Background: an optimization exercise with open tools, aiming at small area and a short achievable clock period. Do not read the settings as production practice.
Only simulation tests tie the RTL to the original design; equivalence was not proved.

==> flow/design.v <==
`timescale 1ns/1ps
module DW01_csa(a, b, c, ci, carry, sum, co);
parameter width = 8;
input [width-1:0] a, b, c;
input ci;
output [width-1:0] carry, sum;
output co;
wire [width-1:0] maj;
assign sum = a ^ b ^ c;
assign maj = (a & b) | (a & c) | (b & c);
assign carry = {maj[width-2:0], ci};
assign co = maj[width-1];
endmodule
`timescale 1ns/1ps
module Dadda_tree(
    inst_a, inst_b, 
    part_prod1, part_prod2
);
input [23:0] inst_a, inst_b;
output [49:0] part_prod1, part_prod2;
wire [47:0] prod;
assign prod = inst_a * inst_b;                       
assign part_prod1 = {2'b0, prod};
assign part_prod2 = 50'b0;
endmodule
`timescale 1ns/1ps
module DP4_pipe_stage1(
    mode, clk, reset,
    a, b, c, d, e, f, g, h,
    part_prod0_0_reg, part_prod0_1_reg, 
    part_prod1_0_reg, part_prod1_1_reg, 
    part_prod2_0_reg, part_prod2_1_reg, 
    part_prod3_0_reg, part_prod3_1_reg,
    sign_ab_reg, sign_cd_reg, sign_ef_reg, sign_gh_reg,
    exp_DP4_reg, shift_ab_reg, shift_cd_reg, shift_ef_reg, shift_gh_reg
) ;
input mode, clk, reset;
input [31:0] a, b, c, d, e, f, g, h;
output reg sign_ab_reg, sign_cd_reg, sign_ef_reg, sign_gh_reg;
output reg [7:0] exp_DP4_reg, shift_ab_reg, shift_cd_reg, shift_ef_reg, shift_gh_reg;
output reg signed [49:0] part_prod0_0_reg, part_prod0_1_reg, part_prod1_0_reg, part_prod1_1_reg, part_prod2_0_reg, part_prod2_1_reg, part_prod3_0_reg, part_prod3_1_reg;
wire sign_ab, sign_cd, sign_ef, sign_gh;
reg [7:0] _exp_DP4, shift_ab, shift_cd, shift_ef, shift_gh;
wire signed [49:0] part_prod0_0, part_prod0_1, part_prod1_0, part_prod1_1, part_prod2_0, part_prod2_1, part_prod3_0, part_prod3_1;
wire [1:0] uns0_0, uns0_1, uns1_0, uns1_1, uns2_0, uns2_1, uns3_0, uns3_1;
wire [7:0] exp_ab, exp_cd, exp_ef, exp_gh;
wire [7:0] diff_ab_cd, diff_cd_ef, diff_ef_gh, diff_gh_ab, diff_ab_ef, diff_cd_gh;
wire signed [7:0] _diff_ab_cd, _diff_cd_ef, _diff_ef_gh, _diff_gh_ab, _diff_ab_ef, _diff_cd_gh;
wire signed [7:0] diff_ab_cd_, diff_cd_ef_, diff_ef_gh_, diff_gh_ab_, diff_ab_ef_, diff_cd_gh_;
wire [23:0] mantissa_A, mantissa_B, mantissa_C, mantissa_D, mantissa_E, mantissa_F, mantissa_G, mantissa_H;
wire [7:0] exp_DP4, _exp_DP4_;
assign mantissa_A = (mode) ? {1'b1, a[22:0]} : {1'b1, a[9:0], 13'b0};       
assign mantissa_B = (mode) ? {1'b1, b[22:0]} : {1'b1, b[9:0], 13'b0};
assign mantissa_C = (mode) ? {1'b1, c[22:0]} : {1'b1, c[9:0], 13'b0};
assign mantissa_D = (mode) ? {1'b1, d[22:0]} : {1'b1, d[9:0], 13'b0};
assign mantissa_E = (mode) ? {1'b1, e[22:0]} : {1'b1, e[9:0], 13'b0};
assign mantissa_F = (mode) ? {1'b1, f[22:0]} : {1'b1, f[9:0], 13'b0};
assign mantissa_G = (mode) ? {1'b1, g[22:0]} : {1'b1, g[9:0], 13'b0};
assign mantissa_H = (mode) ? {1'b1, h[22:0]} : {1'b1, h[9:0], 13'b0};
Dadda_tree D0(
    mantissa_A, mantissa_B, 
    part_prod0_0, part_prod0_1
);
Dadda_tree D1(
    mantissa_C, mantissa_D, 
    part_prod1_0, part_prod1_1
);
Dadda_tree D2(
    mantissa_E, mantissa_F, 
    part_prod2_0, part_prod2_1
);
Dadda_tree D3(
    mantissa_G, mantissa_H, 
    part_prod3_0, part_prod3_1
);
assign sign_ab = (mode) ? (a[31] ^ b[31]) : (a[15] ^ b[15]);
assign sign_cd = (mode) ? (c[31] ^ d[31]) : (c[15] ^ d[15]);
assign sign_ef = (mode) ? (e[31] ^ f[31]) : (e[15] ^ f[15]);
assign sign_gh = (mode) ? (g[31] ^ h[31]) : (g[15] ^ h[15]);
assign exp_ab = (mode) ? (a[30:23] + b[30:23] - 127) : (a[14:10] + b[14:10] - 15);
assign exp_cd = (mode) ? (c[30:23] + d[30:23] - 127) : (c[14:10] + d[14:10] - 15);
assign exp_ef = (mode) ? (e[30:23] + f[30:23] - 127) : (e[14:10] + f[14:10] - 15);
assign exp_gh = (mode) ? (g[30:23] + h[30:23] - 127) : (g[14:10] + h[14:10] - 15);
assign _diff_ab_cd = exp_ab - exp_cd;
assign diff_ab_cd_ = exp_cd - exp_ab;
assign _diff_cd_ef = exp_cd - exp_ef;
assign diff_cd_ef_ = exp_ef - exp_cd;
assign _diff_ef_gh = exp_ef - exp_gh;
assign diff_ef_gh_ = exp_gh - exp_ef;
assign _diff_gh_ab = exp_gh - exp_ab;
assign diff_gh_ab_ = exp_ab - exp_gh;
assign _diff_ab_ef = exp_ab - exp_ef;
assign diff_ab_ef_ = exp_ef - exp_ab;
assign _diff_cd_gh = exp_cd - exp_gh;
assign diff_cd_gh_ = exp_gh - exp_cd;
assign diff_ab_cd = (_diff_ab_cd[7]) ? diff_ab_cd_ : _diff_ab_cd;
assign diff_cd_ef = (_diff_cd_ef[7]) ? diff_cd_ef_ : _diff_cd_ef;
assign diff_ef_gh = (_diff_ef_gh[7]) ? diff_ef_gh_ : _diff_ef_gh;
assign diff_gh_ab = (_diff_gh_ab[7]) ? diff_gh_ab_ : _diff_gh_ab;
assign diff_ab_ef = (_diff_ab_ef[7]) ? diff_ab_ef_ : _diff_ab_ef;
assign diff_cd_gh = (_diff_cd_gh[7]) ? diff_cd_gh_ : _diff_cd_gh;
assign comp_ab_cd = (_diff_ab_cd >= 0) ? 1 : 0;
assign comp_cd_ef = (_diff_cd_ef >= 0) ? 1 : 0;
assign comp_ef_gh = (_diff_ef_gh >= 0) ? 1 : 0;
assign comp_gh_ab = (_diff_gh_ab >= 0) ? 1 : 0;
assign comp_ab_ef = (_diff_ab_ef >= 0) ? 1 : 0;
assign comp_cd_gh = (_diff_cd_gh >= 0) ? 1 : 0;
always @(*) begin
    casex({comp_ab_cd, comp_cd_ef, comp_ef_gh, comp_gh_ab, comp_ab_ef, comp_cd_gh})
        6'b0001_xx: _exp_DP4 <= exp_gh;
        6'b0010_xx: _exp_DP4 <= exp_ef;
        6'b0011_xx: _exp_DP4 <= exp_ef;
        6'b0100_xx: _exp_DP4 <= exp_cd;
        6'b0101_x0: _exp_DP4 <= exp_gh;
        6'b0101_x1: _exp_DP4 <= exp_cd;
        6'b0110_xx: _exp_DP4 <= exp_cd;
        6'b0111_xx: _exp_DP4 <= exp_cd;
        6'b1000_xx: _exp_DP4 <= exp_ab;
        6'b1001_xx: _exp_DP4 <= exp_gh;
        6'b1010_0x: _exp_DP4 <= exp_ef;
        6'b1010_1x: _exp_DP4 <= exp_ab;
        6'b1011_xx: _exp_DP4 <= exp_ef;
        6'b1100_xx: _exp_DP4 <= exp_ab;
        6'b1101_xx: _exp_DP4 <= exp_gh;
        6'b1110_xx: _exp_DP4 <= exp_ab;
        default: _exp_DP4 <= exp_ab;
    endcase
end
assign exp_DP4 = (mode) ? _exp_DP4 : {3'b0, _exp_DP4[4:0]};
always @(*) begin
    casex({comp_ab_cd, comp_cd_ef, comp_ef_gh, comp_gh_ab, comp_ab_ef, comp_cd_gh})
        6'b0001_xx: shift_ab <= diff_gh_ab;
        6'b0010_xx: shift_ab <= diff_ab_ef;
        6'b0011_xx: shift_ab <= diff_ab_ef;
        6'b0100_xx: shift_ab <= diff_ab_cd;
        6'b0101_x0: shift_ab <= diff_gh_ab;
        6'b0101_x1: shift_ab <= diff_ab_cd;
        6'b0110_xx: shift_ab <= diff_ab_cd;
        6'b0111_xx: shift_ab <= diff_ab_cd;
        6'b1000_xx: shift_ab <= 0;
        6'b1001_xx: shift_ab <= diff_gh_ab;
        6'b1010_0x: shift_ab <= diff_ab_ef;
        6'b1010_1x: shift_ab <= 0;
        6'b1011_xx: shift_ab <= diff_ab_ef;
        6'b1100_xx: shift_ab <= 0;
        6'b1101_xx: shift_ab <= diff_gh_ab;
        6'b1110_xx: shift_ab <= 0;
        default: shift_ab <= 0;
    endcase
end
always @(*) begin
    casex({comp_ab_cd, comp_cd_ef, comp_ef_gh, comp_gh_ab, comp_ab_ef, comp_cd_gh})
        6'b0001_xx: shift_cd <= diff_cd_gh;
        6'b0010_xx: shift_cd <= diff_cd_ef;
        6'b0011_xx: shift_cd <= diff_cd_ef;
        6'b0100_xx: shift_cd <= 0;
        6'b0101_x0: shift_cd <= diff_cd_gh;
        6'b0101_x1: shift_cd <= 0;
        6'b0110_xx: shift_cd <= 0;
        6'b0111_xx: shift_cd <= 0;
        6'b1000_xx: shift_cd <= diff_ab_cd;
        6'b1001_xx: shift_cd <= diff_cd_gh;
        6'b1010_0x: shift_cd <= diff_cd_ef;
        6'b1010_1x: shift_cd <= diff_ab_cd;
        6'b1011_xx: shift_cd <= diff_cd_ef;
        6'b1100_xx: shift_cd <= diff_ab_cd;
        6'b1101_xx: shift_cd <= diff_cd_gh;
        6'b1110_xx: shift_cd <= diff_ab_cd;
        default: shift_cd <= 0;
    endcase
end
always @(*) begin
    casex({comp_ab_cd, comp_cd_ef, comp_ef_gh, comp_gh_ab, comp_ab_ef, comp_cd_gh})
        6'b0001_xx: shift_ef <= diff_ef_gh;
        6'b0010_xx: shift_ef <= 0;
        6'b0011_xx: shift_ef <= 0;
        6'b0100_xx: shift_ef <= diff_cd_ef;
        6'b0101_x0: shift_ef <= diff_ef_gh;
        6'b0101_x1: shift_ef <= diff_cd_ef;
        6'b0110_xx: shift_ef <= diff_cd_ef;
        6'b0111_xx: shift_ef <= diff_cd_ef;
        6'b1000_xx: shift_ef <= diff_ab_ef;
        6'b1001_xx: shift_ef <= diff_ef_gh;
        6'b1010_0x: shift_ef <= 0;
        6'b1010_1x: shift_ef <= diff_ab_ef;
        6'b1011_xx: shift_ef <= 0;
        6'b1100_xx: shift_ef <= diff_ab_ef;
        6'b1101_xx: shift_ef <= diff_ef_gh;
        6'b1110_xx: shift_ef <= diff_ab_ef;
        default: shift_ef <= 0;
    endcase
end
always @(*) begin
    casex({comp_ab_cd, comp_cd_ef, comp_ef_gh, comp_gh_ab, comp_ab_ef, comp_cd_gh})
        6'b0001_xx: shift_gh <= 0;
        6'b0010_xx: shift_gh <= diff_ef_gh;
        6'b0011_xx: shift_gh <= diff_ef_gh;
        6'b0100_xx: shift_gh <= diff_cd_gh;
        6'b0101_x0: shift_gh <= 0;
        6'b0101_x1: shift_gh <= diff_cd_gh;
        6'b0110_xx: shift_gh <= diff_cd_gh;
        6'b0111_xx: shift_gh <= diff_cd_gh;
        6'b1000_xx: shift_gh <= diff_gh_ab;
        6'b1001_xx: shift_gh <= 0;
        6'b1010_0x: shift_gh <= diff_ef_gh;
        6'b1010_1x: shift_gh <= diff_gh_ab;
        6'b1011_xx: shift_gh <= diff_ef_gh;
        6'b1100_xx: shift_gh <= diff_gh_ab;
        6'b1101_xx: shift_gh <= 0;
        6'b1110_xx: shift_gh <= diff_gh_ab;
        default: shift_gh <= 0;
    endcase
end
always @(posedge clk or posedge reset) begin
    if(reset) begin
        exp_DP4_reg[7:5] <= 0;
        shift_ab_reg[7:5] <= 0;
        shift_cd_reg[7:5] <= 0;
        shift_ef_reg[7:5] <= 0;
        shift_gh_reg[7:5] <= 0;
        part_prod0_0_reg[24:0] <= 0;
        part_prod0_1_reg[24:0] <= 0;
        part_prod1_0_reg[24:0] <= 0;
        part_prod1_1_reg[24:0] <= 0;
        part_prod2_0_reg[24:0] <= 0;
        part_prod2_1_reg[24:0] <= 0;
        part_prod3_0_reg[24:0] <= 0;
        part_prod3_1_reg[24:0] <= 0;
    end
    else begin     
        exp_DP4_reg[7:5] <= exp_DP4[7:5];
        shift_ab_reg[7:5] <= shift_ab[7:5];
        shift_cd_reg[7:5] <= shift_cd[7:5];
        shift_ef_reg[7:5] <= shift_ef[7:5];
        shift_gh_reg[7:5] <= shift_gh[7:5];
        part_prod0_0_reg[24:0] <= part_prod0_0[24:0];
        part_prod0_1_reg[24:0] <= part_prod0_1[24:0];
        part_prod1_0_reg[24:0] <= part_prod1_0[24:0];
        part_prod1_1_reg[24:0] <= part_prod1_1[24:0];
        part_prod2_0_reg[24:0] <= part_prod2_0[24:0];
        part_prod2_1_reg[24:0] <= part_prod2_1[24:0];
        part_prod3_0_reg[24:0] <= part_prod3_0[24:0];
        part_prod3_1_reg[24:0] <= part_prod3_1[24:0];
    end
end
always @(posedge clk or posedge reset) begin
    if(reset) begin
        sign_ab_reg <= 0;
        sign_cd_reg <= 0;
        sign_ef_reg <= 0;
        sign_gh_reg <= 0;
        exp_DP4_reg[4:0] <= 0;
        shift_ab_reg[4:0] <= 0;
        shift_cd_reg[4:0] <= 0;
        shift_ef_reg[4:0] <= 0;
        shift_gh_reg[4:0] <= 0;
        part_prod0_0_reg[49:25] <= 0;
        part_prod0_1_reg[49:25] <= 0;
        part_prod1_0_reg[49:25] <= 0;
        part_prod1_1_reg[49:25] <= 0;
        part_prod2_0_reg[49:25] <= 0;
        part_prod2_1_reg[49:25] <= 0;
        part_prod3_0_reg[49:25] <= 0;
        part_prod3_1_reg[49:25] <= 0;
    end
    else begin
        sign_ab_reg <= sign_ab;
        sign_cd_reg <= sign_cd;
        sign_ef_reg <= sign_ef;
        sign_gh_reg <= sign_gh;
        exp_DP4_reg[4:0] <= exp_DP4[4:0];
        shift_ab_reg[4:0] <= shift_ab[4:0];
        shift_cd_reg[4:0] <= shift_cd[4:0];
        shift_ef_reg[4:0] <= shift_ef[4:0];
        shift_gh_reg[4:0] <= shift_gh[4:0];
        part_prod0_0_reg[49:25] <= part_prod0_0[49:25];
        part_prod0_1_reg[49:25] <= part_prod0_1[49:25];
        part_prod1_0_reg[49:25] <= part_prod1_0[49:25];
        part_prod1_1_reg[49:25] <= part_prod1_1[49:25];
        part_prod2_0_reg[49:25] <= part_prod2_0[49:25];
        part_prod2_1_reg[49:25] <= part_prod2_1[49:25];
        part_prod3_0_reg[49:25] <= part_prod3_0[49:25];
        part_prod3_1_reg[49:25] <= part_prod3_1[49:25];
    end
end
endmodule
`timescale 1ns/1ps
module DP4_pipe_stage2(
    mode, clk, reset,
    part_prod0_0_reg, part_prod0_1_reg, 
    part_prod1_0_reg, part_prod1_1_reg, 
    part_prod2_0_reg, part_prod2_1_reg, 
    part_prod3_0_reg, part_prod3_1_reg,
    sign_ab_reg, sign_cd_reg, sign_ef_reg, sign_gh_reg,
    exp_DP4_reg, shift_ab_reg, shift_cd_reg, shift_ef_reg, shift_gh_reg,
    exp_DP4_2_reg,
    carry1_1_reg, carry_pos_reg, sum_pos_reg, carry_Neg0_reg, sum_Neg0_reg, carry_Neg1_reg, sum_Neg1_reg
);
input mode, clk, reset;
input sign_ab_reg, sign_cd_reg, sign_ef_reg, sign_gh_reg;
input [7:0] exp_DP4_reg, shift_ab_reg, shift_cd_reg, shift_ef_reg, shift_gh_reg;
input signed [49:0] part_prod0_0_reg, part_prod0_1_reg, part_prod1_0_reg, part_prod1_1_reg, part_prod2_0_reg, part_prod2_1_reg, part_prod3_0_reg, part_prod3_1_reg;
output reg[7:0] exp_DP4_2_reg;
output reg signed [51:0] carry1_1_reg, carry_pos_reg, sum_pos_reg, carry_Neg0_reg, sum_Neg0_reg, carry_Neg1_reg, sum_Neg1_reg;
wire [7:0] exp_DP4_2;
wire signed [51:0] carry1_1, carry_pos, sum_pos, carry_Neg0, sum_Neg0, carry_Neg1, sum_Neg1;
wire signed [49:0] part_prodAB_0, part_prodAB_1, part_prodCD_0, part_prodCD_1, part_prodEF_0, part_prodEF_1, part_prodGH_0, part_prodGH_1;
wire signed [51:0] part_prod0, part_prod1, part_prod2, part_prod3, part_prod4, part_prod5, part_prod6, part_prod7;
wire signed [51:0] carry0_0, sum0_0, carry0_1, sum0_1, carry0_2, sum0_2, carry1_0, sum1_0, sum1_1;
assign exp_DP4_2 = exp_DP4_reg;
assign part_prodAB_0 = part_prod0_0_reg >>> shift_ab_reg;
assign part_prodAB_1 = part_prod0_1_reg >>> shift_ab_reg;
assign part_prodCD_0 = part_prod1_0_reg >>> shift_cd_reg;
assign part_prodCD_1 = part_prod1_1_reg >>> shift_cd_reg;
assign part_prodEF_0 = part_prod2_0_reg >>> shift_ef_reg;
assign part_prodEF_1 = part_prod2_1_reg >>> shift_ef_reg;
assign part_prodGH_0 = part_prod3_0_reg >>> shift_gh_reg;
assign part_prodGH_1 = part_prod3_1_reg >>> shift_gh_reg;
assign part_prod0 = {52{sign_ab_reg}} ^ {{2{part_prodAB_0[49]}}, part_prodAB_0};     
assign part_prod1 = {52{sign_ab_reg}} ^ {{2{part_prodAB_1[49]}}, part_prodAB_1};
assign part_prod2 = {52{sign_cd_reg}} ^ {{2{part_prodCD_0[49]}}, part_prodCD_0};
assign part_prod3 = {52{sign_cd_reg}} ^ {{2{part_prodCD_1[49]}}, part_prodCD_1};
assign part_prod4 = {52{sign_ef_reg}} ^ {{2{part_prodEF_0[49]}}, part_prodEF_0};
assign part_prod5 = {52{sign_ef_reg}} ^ {{2{part_prodEF_1[49]}}, part_prodEF_1};
assign part_prod6 = {52{sign_gh_reg}} ^ {{2{part_prodGH_0[49]}}, part_prodGH_0};
assign part_prod7 = {52{sign_gh_reg}} ^ {{2{part_prodGH_1[49]}}, part_prodGH_1};
DW01_csa #(52) U0_0(                                                   
    .a(part_prod0), .b(part_prod1), .c(part_prod2), .ci(sign_ab_reg),      
    .carry(carry0_0), .sum(sum0_0), .co(cout00)                        
);                                                                     
DW01_csa #(52) U0_1(
    .a(part_prod3), .b(part_prod4), .c(part_prod5), .ci(sign_ab_reg), 
    .carry(carry0_1), .sum(sum0_1), .co(cout01)
);
DW01_csa #(52) U0_2(
    .a(part_prod6), .b(part_prod7), .c({50'b0, sign_cd_reg, 1'b0}), .ci(sign_ef_reg), 
    .carry(carry0_2), .sum(sum0_2), .co(cout02)
);
DW01_csa #(52) U1_0(
    .a(carry0_0), .b(sum0_0), .c(sum0_1), .ci(sign_ef_reg), 
    .carry(carry1_0), .sum(sum1_0), .co(cout10)
);
DW01_csa #(52) U1_1(
    .a(sum0_2), .b(carry0_1), .c(carry0_2), .ci(sign_gh_reg), 
    .carry(carry1_1), .sum(sum1_1), .co(cout11)
);
DW01_csa #(52) C0(
    .a(sum1_0), .b(carry1_0), .c(sum1_1), .ci(sign_gh_reg),
    .carry(carry_pos), .sum(sum_pos), .co(cout_pos)
);
DW01_csa #(52) Neg0_0(
    .a(~carry1_0), .b(~sum1_0), .c(~sum1_1), .ci(~sign_gh_reg),
    .carry(carry_Neg0), .sum(sum_Neg0), .co(_cout_Neg)
);
DW01_csa #(52) Neg0_1(
    .a(~carry1_1), .b(52'd4), .c(52'b0), .ci(1'b0),
    .carry(carry_Neg1), .sum(sum_Neg1), .co(cout_Neg1)
);
always @(posedge clk or posedge reset) begin
    if(reset) begin
        exp_DP4_2_reg[7:5] <= 0;
        carry1_1_reg[24:0] <= 0;
        carry_pos_reg[24:0] <= 0;
        sum_pos_reg[24:0] <= 0;
        carry_Neg0_reg[24:0] <= 0;
        sum_Neg0_reg[24:0] <= 0;
        carry_Neg1_reg[24:0] <= 0;
        sum_Neg1_reg[24:0] <= 0;
    end
    else begin     
        exp_DP4_2_reg[7:5] <= exp_DP4_2[7:5];
        carry1_1_reg[24:0] <= carry1_1[24:0];
        carry_pos_reg[24:0] <= carry_pos[24:0];
        sum_pos_reg[24:0] <= sum_pos[24:0];
        carry_Neg0_reg[24:0] <= carry_Neg0[24:0];
        sum_Neg0_reg[24:0] <= sum_Neg0[24:0];
        carry_Neg1_reg[24:0] <= carry_Neg1[24:0];
        sum_Neg1_reg[24:0] <= sum_Neg1[24:0];
    end
end
always @(posedge clk or posedge reset) begin
    if(reset) begin
        exp_DP4_2_reg[4:0] <= 0;
        carry1_1_reg[51:25] <= 0;
        carry_pos_reg[51:25] <= 0;
        sum_pos_reg[51:25] <= 0;
        carry_Neg0_reg[51:25] <= 0;
        sum_Neg0_reg[51:25] <= 0;
        carry_Neg1_reg[51:25] <= 0;
        sum_Neg1_reg[51:25] <= 0;
    end
    else begin
        exp_DP4_2_reg[4:0] <= exp_DP4_2[4:0];
        carry1_1_reg[51:25] <= carry1_1[51:25];
        carry_pos_reg[51:25] <= carry_pos[51:25];
        sum_pos_reg[51:25] <= sum_pos[51:25];
        carry_Neg0_reg[51:25] <= carry_Neg0[51:25];
        sum_Neg0_reg[51:25] <= sum_Neg0[51:25];
        carry_Neg1_reg[51:25] <= carry_Neg1[51:25];
        sum_Neg1_reg[51:25] <= sum_Neg1[51:25];
    end
end
endmodule
`timescale 1ns/1ps
module DP4_pipe_stage3(
    mode, clk, reset,
    exp_DP4_2_reg,
    carry1_1_reg, carry_pos_reg, sum_pos_reg, carry_Neg0_reg, sum_Neg0_reg, carry_Neg1_reg, sum_Neg1_reg,
    sign_DP4_reg,
    exp_DP4_3_reg,
    mantissa_DP4_reg, 
    LOD_reg
);
input mode, clk, reset;
input [7:0] exp_DP4_2_reg;
input signed [51:0] carry1_1_reg, carry_pos_reg, sum_pos_reg, carry_Neg0_reg, sum_Neg0_reg, carry_Neg1_reg, sum_Neg1_reg;
output reg sign_DP4_reg;
output reg [7:0] exp_DP4_3_reg;
output reg [7:0] LOD_reg;
output reg [51:0] mantissa_DP4_reg;
wire [7:0] exp_DP4_3;
wire [7:0] LOD;
wire [51:0] mantissa_DP4;
wire signed [51:0] carry_f_pos, sum_f_pos, carry_Neg2, sum_Neg2, carry_f_Neg, sum_f_Neg, mantissa_DP4_pos, mantissa_DP4_neg;
integer i, j;
reg [7:0] LOD_pos, LOD_neg;
assign exp_DP4_3 = exp_DP4_2_reg;
DW01_csa #(52) C1(
    .a(carry1_1_reg), .b(carry_pos_reg), .c(sum_pos_reg), .ci(1'b0),
    .carry(carry_f_pos), .sum(sum_f_pos), .co(cout_f_pos)
);
DW01_csa #(52) Neg1_0(
    .a(carry_Neg0_reg), .b(sum_Neg0_reg), .c(carry_Neg1_reg), .ci(1'b0),
    .carry(carry_Neg2), .sum(sum_Neg2), .co(cout_Neg2)
);
DW01_csa #(52) Neg2(
    .a(sum_Neg1_reg), .b(carry_Neg2), .c(sum_Neg2), .ci(1'b0),
    .carry(carry_f_Neg), .sum(sum_f_Neg), .co(cout_f_Neg)
);
assign mantissa_DP4_pos = carry_f_pos + sum_f_pos;
assign mantissa_DP4_neg = carry_f_Neg + sum_f_Neg;
assign sign_DP4 = mantissa_DP4_pos[51];
assign mantissa_DP4 = (sign_DP4) ? mantissa_DP4_neg : mantissa_DP4_pos;
always @(*) begin
    LOD_pos = 51;
    for(i = 0; i <= 51; i = i + 1) begin
        if(mantissa_DP4_pos[i])
            LOD_pos = 51 - i;
    end
end
always @(*) begin
    LOD_neg = 51;
    for(j = 0; j <= 51; j = j + 1) begin
        if(mantissa_DP4_neg[j])
            LOD_neg = 51 - j;
    end
end
assign LOD = (sign_DP4) ? LOD_neg : LOD_pos;
always @(posedge clk or posedge reset) begin
    if(reset) begin
        exp_DP4_3_reg[7:5] <= 0;
        mantissa_DP4_reg[24:0] <= 0;
    end
    else begin     
        exp_DP4_3_reg[7:5] <= exp_DP4_3[7:5];
        mantissa_DP4_reg[24:0] <= mantissa_DP4[24:0];
    end
end
always @(posedge clk or posedge reset) begin
    if(reset) begin
        sign_DP4_reg <= 0;
        exp_DP4_3_reg[4:0] <= 0;
        mantissa_DP4_reg[51:25] <= 0;
        LOD_reg <= 0;
    end
    else begin
        sign_DP4_reg <= sign_DP4;
        exp_DP4_3_reg[4:0] <= exp_DP4_3[4:0];
        mantissa_DP4_reg[51:25] <= mantissa_DP4[51:25];
        LOD_reg <= LOD;
    end
end
endmodule
`timescale 1ns/1ps
module DP4_pipe_stage4(
    mode, clk, reset,
    sign_DP4_reg,
    exp_DP4_3_reg, LOD_reg,
    mantissa_DP4_reg, 
    DP4
);
input mode, clk, reset;
input sign_DP4_reg;
input [7:0] exp_DP4_3_reg, LOD_reg;
input [51:0] mantissa_DP4_reg;
output reg [31:0] DP4;
reg [7:0] exp_DP4_4;
reg [51:0] mantissa_DP4_1;
wire [7:0] LOD, exp_DP4_5;
wire [15:0] DP4_16;
wire [22:0] mantissa_DP4_4;
wire [23:0] mantissa_DP4_2;
wire [24:0] mantissa_DP4_round, mantissa_DP4_3;
wire [31:0] DP4_32;
wire [51:0] mantissa_DP4;
wire [4:0] exp_DP4_16;
wire [9:0] mantissa_DP4_16_3;
wire [10:0] mantissa_DP4_16_1;
wire [11:0] mantissa_DP4_round_16, mantissa_DP4_16_2;
always @(*) begin
    if(LOD_reg < 5) begin
        mantissa_DP4_1 <= mantissa_DP4_reg >> (5 - LOD_reg);
        exp_DP4_4 <= exp_DP4_3_reg + (5 - LOD_reg);
    end
    else begin
        mantissa_DP4_1 <= mantissa_DP4_reg << (LOD_reg - 5);
        exp_DP4_4 <= exp_DP4_3_reg - (LOD_reg - 5);
    end
end
assign mantissa_DP4_2 = mantissa_DP4_1[46:23];               
assign Guard_DP4 = mantissa_DP4_1[22];
assign Round_DP4 = mantissa_DP4_1[21];
assign Sticky_DP4 = |mantissa_DP4_1[20:0];
assign carry_DP4 = ( Guard_DP4 & (Round_DP4 | mantissa_DP4_1[23] | Sticky_DP4) );
assign mantissa_DP4_round = {1'b0, mantissa_DP4_2} + {24'b0, carry_DP4};           
assign mantissa_DP4_3 = (mantissa_DP4_reg[51] | mantissa_DP4_reg[50] | mantissa_DP4_reg[49] | mantissa_DP4_reg[48] | mantissa_DP4_reg[47]) ? mantissa_DP4_round : {1'b0, mantissa_DP4_2};
assign mantissa_DP4_4 = (mantissa_DP4_3[24]) ? (mantissa_DP4_3[23:1]) : mantissa_DP4_3[22:0];
assign exp_DP4_5 = exp_DP4_4 + {7'b0, mantissa_DP4_3[24]};
assign DP4_32 = {sign_DP4_reg, exp_DP4_5, mantissa_DP4_4};
assign mantissa_DP4_16_1 = mantissa_DP4_1[46:36];     
assign Guard_DP4_16 = mantissa_DP4_1[35];
assign Round_DP4_16 = mantissa_DP4_1[34];
assign Sticky_DP4_16 = |mantissa_DP4_1[33:25];           
assign carry_DP4_16 = Guard_DP4_16 & (Round_DP4_16 | mantissa_DP4_1[36] | Sticky_DP4_16);
assign mantissa_DP4_round_16 = {1'b0, mantissa_DP4_16_1} + {11'b0, carry_DP4_16};           
assign mantissa_DP4_16_2 = (mantissa_DP4_reg[51] | mantissa_DP4_reg[50] | mantissa_DP4_reg[49] | mantissa_DP4_reg[48] | mantissa_DP4_reg[47]) ? mantissa_DP4_round_16 : {1'b0, mantissa_DP4_16_1};
assign mantissa_DP4_16_3 = (mantissa_DP4_16_2[11]) ? (mantissa_DP4_16_2[10:1]) : mantissa_DP4_16_2[9:0];
assign exp_DP4_16 = exp_DP4_4[4:0] + {4'b0, mantissa_DP4_16_2[11]};
assign DP4_16 = {sign_DP4_reg, exp_DP4_16, mantissa_DP4_16_3};
always @(posedge clk or posedge reset) begin
    if(reset)
        DP4[31:16] <= 0;
    else if(mode)     
        DP4[31:16] <= DP4_32[31:16];
end
always @(posedge clk or posedge reset) begin
    if(reset)
        DP4[15:0] <= 0;
    else
        DP4[15:0] <= (mode) ? DP4_32[15:0] : DP4_16;
end
endmodule
`timescale 1ns/1ps
module DP4_pipe(
    mode, clk, reset,
    a, b, c, d, e, f, g, h,
    DP4
);
input mode, clk, reset;
input [31:0] a, b, c, d, e, f, g, h;
output [31:0] DP4;
wire sign_ab_reg, sign_cd_reg, sign_ef_reg, sign_gh_reg;
wire [7:0] exp_DP4_reg, shift_ab_reg, shift_cd_reg, shift_ef_reg, shift_gh_reg;
wire signed [49:0] part_prod0_0_reg, part_prod0_1_reg, part_prod1_0_reg, part_prod1_1_reg;
wire signed [49:0] part_prod2_0_reg, part_prod2_1_reg, part_prod3_0_reg, part_prod3_1_reg;
wire [7:0] exp_DP4_2_reg;
wire signed [51:0] carry1_1_reg, carry_pos_reg, sum_pos_reg, carry_Neg0_reg, sum_Neg0_reg, carry_Neg1_reg, sum_Neg1_reg;
wire sign_DP4_reg;
wire [7:0] exp_DP4_3_reg, LOD_reg;
wire [51:0] mantissa_DP4_reg;
DP4_pipe_stage1 S1(
    mode, clk, reset,
    a, b, c, d, e, f, g, h,
    part_prod0_0_reg, part_prod0_1_reg,
    part_prod1_0_reg, part_prod1_1_reg,
    part_prod2_0_reg, part_prod2_1_reg,
    part_prod3_0_reg, part_prod3_1_reg,
    sign_ab_reg, sign_cd_reg, sign_ef_reg, sign_gh_reg,
    exp_DP4_reg, shift_ab_reg, shift_cd_reg, shift_ef_reg, shift_gh_reg
);
DP4_pipe_stage2 S2(
    mode, clk, reset,
    part_prod0_0_reg, part_prod0_1_reg,
    part_prod1_0_reg, part_prod1_1_reg,
    part_prod2_0_reg, part_prod2_1_reg,
    part_prod3_0_reg, part_prod3_1_reg,
    sign_ab_reg, sign_cd_reg, sign_ef_reg, sign_gh_reg,
    exp_DP4_reg, shift_ab_reg, shift_cd_reg, shift_ef_reg, shift_gh_reg,
    exp_DP4_2_reg,
    carry1_1_reg, carry_pos_reg, sum_pos_reg, carry_Neg0_reg, sum_Neg0_reg, carry_Neg1_reg, sum_Neg1_reg
);
DP4_pipe_stage3 S3(
    mode, clk, reset,
    exp_DP4_2_reg,
    carry1_1_reg, carry_pos_reg, sum_pos_reg, carry_Neg0_reg, sum_Neg0_reg, carry_Neg1_reg, sum_Neg1_reg,
    sign_DP4_reg,
    exp_DP4_3_reg,
    mantissa_DP4_reg,
    LOD_reg
);
DP4_pipe_stage4 S4(
    mode, clk, reset,
    sign_DP4_reg,
    exp_DP4_3_reg, LOD_reg,
    mantissa_DP4_reg,
    DP4
);
endmodule
==> flow/constraint.sdc <==
create_clock -name core_clock -period 8.8 [get_ports {clk}]
set_input_delay 1.7600 -clock core_clock [delete_from_list [all_inputs] [get_ports {clk}]]
set_output_delay 1.7600 -clock core_clock [all_outputs]
set_load 0.01 [all_outputs]
==> flow/run.sh <==
#!/bin/bash
# synth_recipe.tcl (not shown) runs the flow's synth.tcl, then flattens the netlist and writes it again
# the make line also repeats each setting of config.mk as NAME=value (left out here)
make -C /OpenROAD-flow-scripts/flow DESIGN_CONFIG=/design/flow/config.mk WORK_HOME=/design/flow/orfs CLKGATE_MAP_FILE= SYNTH_SCRIPT=/design/flow/synth_recipe.tcl finish
==> flow/config.mk <==
export PLATFORM = sky130hd
export DESIGN_NAME = DP4_pipe
export DESIGN_NICKNAME = DP4_pipe
export VERILOG_FILES = /design/flow/design.v
export SDC_FILE = /design/flow/constraint.sdc
export NUM_CORES = 4
export LEC_CHECK = 0
export CAP_MARGIN = 20
export CORE_MARGIN = 2
export CORE_UTILIZATION = 40
export PLACE_DENSITY = 0.6
export SLEW_MARGIN = 20
==> results.json <==
{
  "status": "no timing/DRC/antenna violations",
  "synth.most_common_cell": "inv_1",
  "yosys_most_used_dff": "dfrtp_1",
  "clock_skew_ns": 0.06708,
  "critical_path_peak_fanout": 12,
  "period_needed_ns": 8.563,
  "clock_sinks": 649,
  "worst_pin_slew_ns": 1.075,
  "final_nets": 19400,
  "design_area_sq_um": 154800,
  "synth-edff-count": 0,
  "critical_path.top_delay_family": "adder cells",
  "grt_pass1_vias": 110500,
  "required_ns": 9.34,
  "largest_reg_flops": 52,
  "grt_overflow": 0,
  "antenna_found_initial": 40,
  "htree_levels": 3,
  "route.detailed.drc": 0,
  "io_buffers": 290,
  "min_path_type": "flop to flop",
  "cts_buffers": 77,
  "grt.total_usage": 0.2625,
  "start_kind": "primary input",
  "via_per_inst": 5.277,
  "fp-row-count": 213,
  "dpl.hpwl_mm": 384.1,
  "wl_per_cell_um": 22.02,
  "path_class": "primary input to flop",
  "drive_gt1_frac": 0.1190,
  "endpoint_kind": "flop",
  "synthTopCellsByCount": "inv_1, fa_1, nand2_1, ha_1, nor2_1",
  "grt_pass1_wl_mm": 683.0,
  "grt_max_degree": 137,
  "multi_input_area_sq_um": 105100,
  "syn-cell-area_sq_um": 134900,
  "netlist_instances": 14910,
  "worst_path_most_repeated_cell": "fa_1",
  "root_buffer": "clkbuf_16",
  "core_area_sq_um": 336100,
  "crit_buf_inv": 9,
  "fin_util": 0.4605,
  "hold_viol": 0,
  "fin_crit_sh": 0.9730,
  "setup_violations": 0,
  "synth_area_leader_cell": "fa_1",
  "boundaryPins": 291,
  "cpPeakStageDelay_ns": 0.56,
  "fillerInstances": 32490,
  "netlist.area_leader.share": 0.3337,
  "wl_mm": 449.6,
  "chipHeight_um": 584.8,
  "avgSynthCellArea_sq_um": 9.047,
  "dr.first_iter.drc_count": 8871,
  "yosys_warnings": 30,
  "netlist_top_cells_area": "fa_1, dfrtp_1, ha_1",
  "placed_cell_area_sq_um": 151600,
  "arrival_ns": 9.10,
  "vias": 107700,
  "clk_pin_slew_ns": 0.06,
  "relSlewSlack": 0.2834,
  "fmax_mhz": 116.8,
  "ys_async_sr_fraction": 1.000,
  "crit_slowest_cell": "fa_1",
  "drt_pre_antenna_iters": 8,
  "dieArea_sq_um": 342000,
  "drv_slew": 0,
  "clock_path_buffers": 3,
  "cts_tree": "built",
  "postRouteAntennaNets": 0,
  "start_util": 0.4015,
  "yosys_register_bits": 649,
  "ys_seq_area_frac": 0.1204,
  "syn-num-nets": 18490,
  "cap_violations": 0,
  "area_delta_synth_final_pct": 14.70,
  "chipWidth_um": 584.8,
  "ys_types": 111,
  "place.gp.congestion": 1.010,
  "clock_latency_ns": 0.72,
  "seq_area_sq_um": 16270
}
[layout by cell type (no fill, tap or decap), types with 30 or more instances in the layout]
master	synthesis	layout
buf_12	1	99
or3_1	41	41
buf_4	12	1192
xnor2_1	444	443
xor2_1	143	142
a211oi_1	104	100
mux2i_1	412	412
nand2b_1	211	211
o22ai_1	62	61
o21ai_1	22	30
dfrtp_1	649	632
clkdlybuf4s50_1	0	278
nor2b_1	66	66
o21ai_0	405	394
nor3_1	121	118
a21oi_1	527	518
fa_1	2249	2248
inv_1	2866	2865
nand3_1	130	130
a21o_1	149	149
clkbuf_16	0	82
o21bai_1	62	62
mux2_2	103	103
nand2_1	1807	1805
mux4_2	190	190
o22a_1	45	45
o21a_1	61	61
and3_1	734	734
ha_1	1072	1066
o211ai_1	38	38
nor2_1	741	741
a31oi_1	55	53
and2_1	141	125
[what timing repair did]
action,in CTS,in global routing
endpoints found under the setup margin,1,39
resized for setup,1,73
pin swaps,0,12
hold buffers,0,0
buffers inserted,0,5
cloned,0,5
[final timing paths]
check                                            start                                 to  slack (ns)  cells past startpoint
min in group asynchronous                        reset  S3.mantissa_DP4_reg[35]$_DFF_PP0_        1.52                      2
max                                               b[0]  S1.part_prod0_0_reg[46]$_DFF_PP0_        0.24                     31
min                        S1.exp_DP4_reg[5]$_DFF_PP0_      S2.exp_DP4_2_reg[5]$_DFF_PP0_        0.34                      0
max in group asynchronous                        reset       S1.shift_ab_reg[7]$_DFF_PP0_        5.67                      4
min reg2reg                S1.exp_DP4_reg[5]$_DFF_PP0_      S2.exp_DP4_2_reg[5]$_DFF_PP0_        0.34                      0
max reg2reg                    S3.LOD_reg[0]$_DFF_PP0_               S4.DP4[14]$_DFF_PP0_        2.17                     21
[cells by family (layout without fill, tap and decap cells)]
| group | after synthesis | in the layout | share of synthesized area |
|---|---|---|---|
| compound gates | 1856 | 1856 | 0.08902 |
| fa+ha+maj | 3321 | 3321 | 0.4331 |
| simple gates | 4141 | 4141 | 0.1439 |
| flops | 649 | 649 | 0.1204 |
| mux | 708 | 708 | 0.07115 |
| buf+inv | 3644 | 4608 | 0.1031 |
| other cells | 0 | 26 | 0 |
| xor+xnor | 595 | 595 | 0.03938 |
[cell type report]
| type | instances | share of cell area |
|---|---|---|
| clock buffers | 91 | 0.01344 |
| inverters | 2877 | 0.06982 |
| multi-input cells | 10620 | 0.6792 |
| flip-flops and latches | 649 | 0.1051 |
| well taps | 4515 | 0.03650 |
| diodes | 26 | 0.0004204 |
| repair buffers | 1594 | 0.09136 |
| clock inverters | 46 | 0.004131 |
[per-layer routing]
| layer | global-route usage | part of all wire | vias up |
|---|---|---|---|
| li1 | - | - | 49190 |
| met5 | 0.003502 | 0.00014 | - |
| met4 | 0.08011 | 0.036 | 10 |
| met2 | 0.4096 | 0.45 | 3839 |
| met1 | 0.3728 | 0.44 | 54060 |
| met3 | 0.04308 | 0.074 | 646 |
[stage by stage]
stage	setup slack, ns	TNS (ns)	std cells	hold WS (ns)
final	0.2375	0	20420	0.3424
after global routing	-0.01007	-0.02002	20400	0.3488
after CTS	0.04488	0	20380	0.3427
after detailed placement	-0.7051	-24.33	20250	0.3347
after global placement	-0.6905	-20.50	20250	0.3346
after floorplan	-1.829	-1186.81	14910	0.3312

## separate check: timing with driven ports
In the flow no input, the clock included, has a driving cell. The finished layout below was timed again as built, in two steps. Step 1 assumes that a clkbuf_16 drives the clock port and a buf_2 every other input. Step 2 also shifts input and output timing later by t, the mid clock arrival at the registers, as if the neighbouring blocks saw the same clock. a / b / c = ideal ports / drivers / drivers and shift; a / b = the first two.
t, ns: 0.780
slack for setup (ns): 0.237 / 0.134 / -0.646
worst setup path after step 2: input to register
Met with ideal ports but missed after step 2: setup timing in this run. For this run, drivers alone change the setup slack by -0.103 ns; drivers and shift together by -0.883 ns.
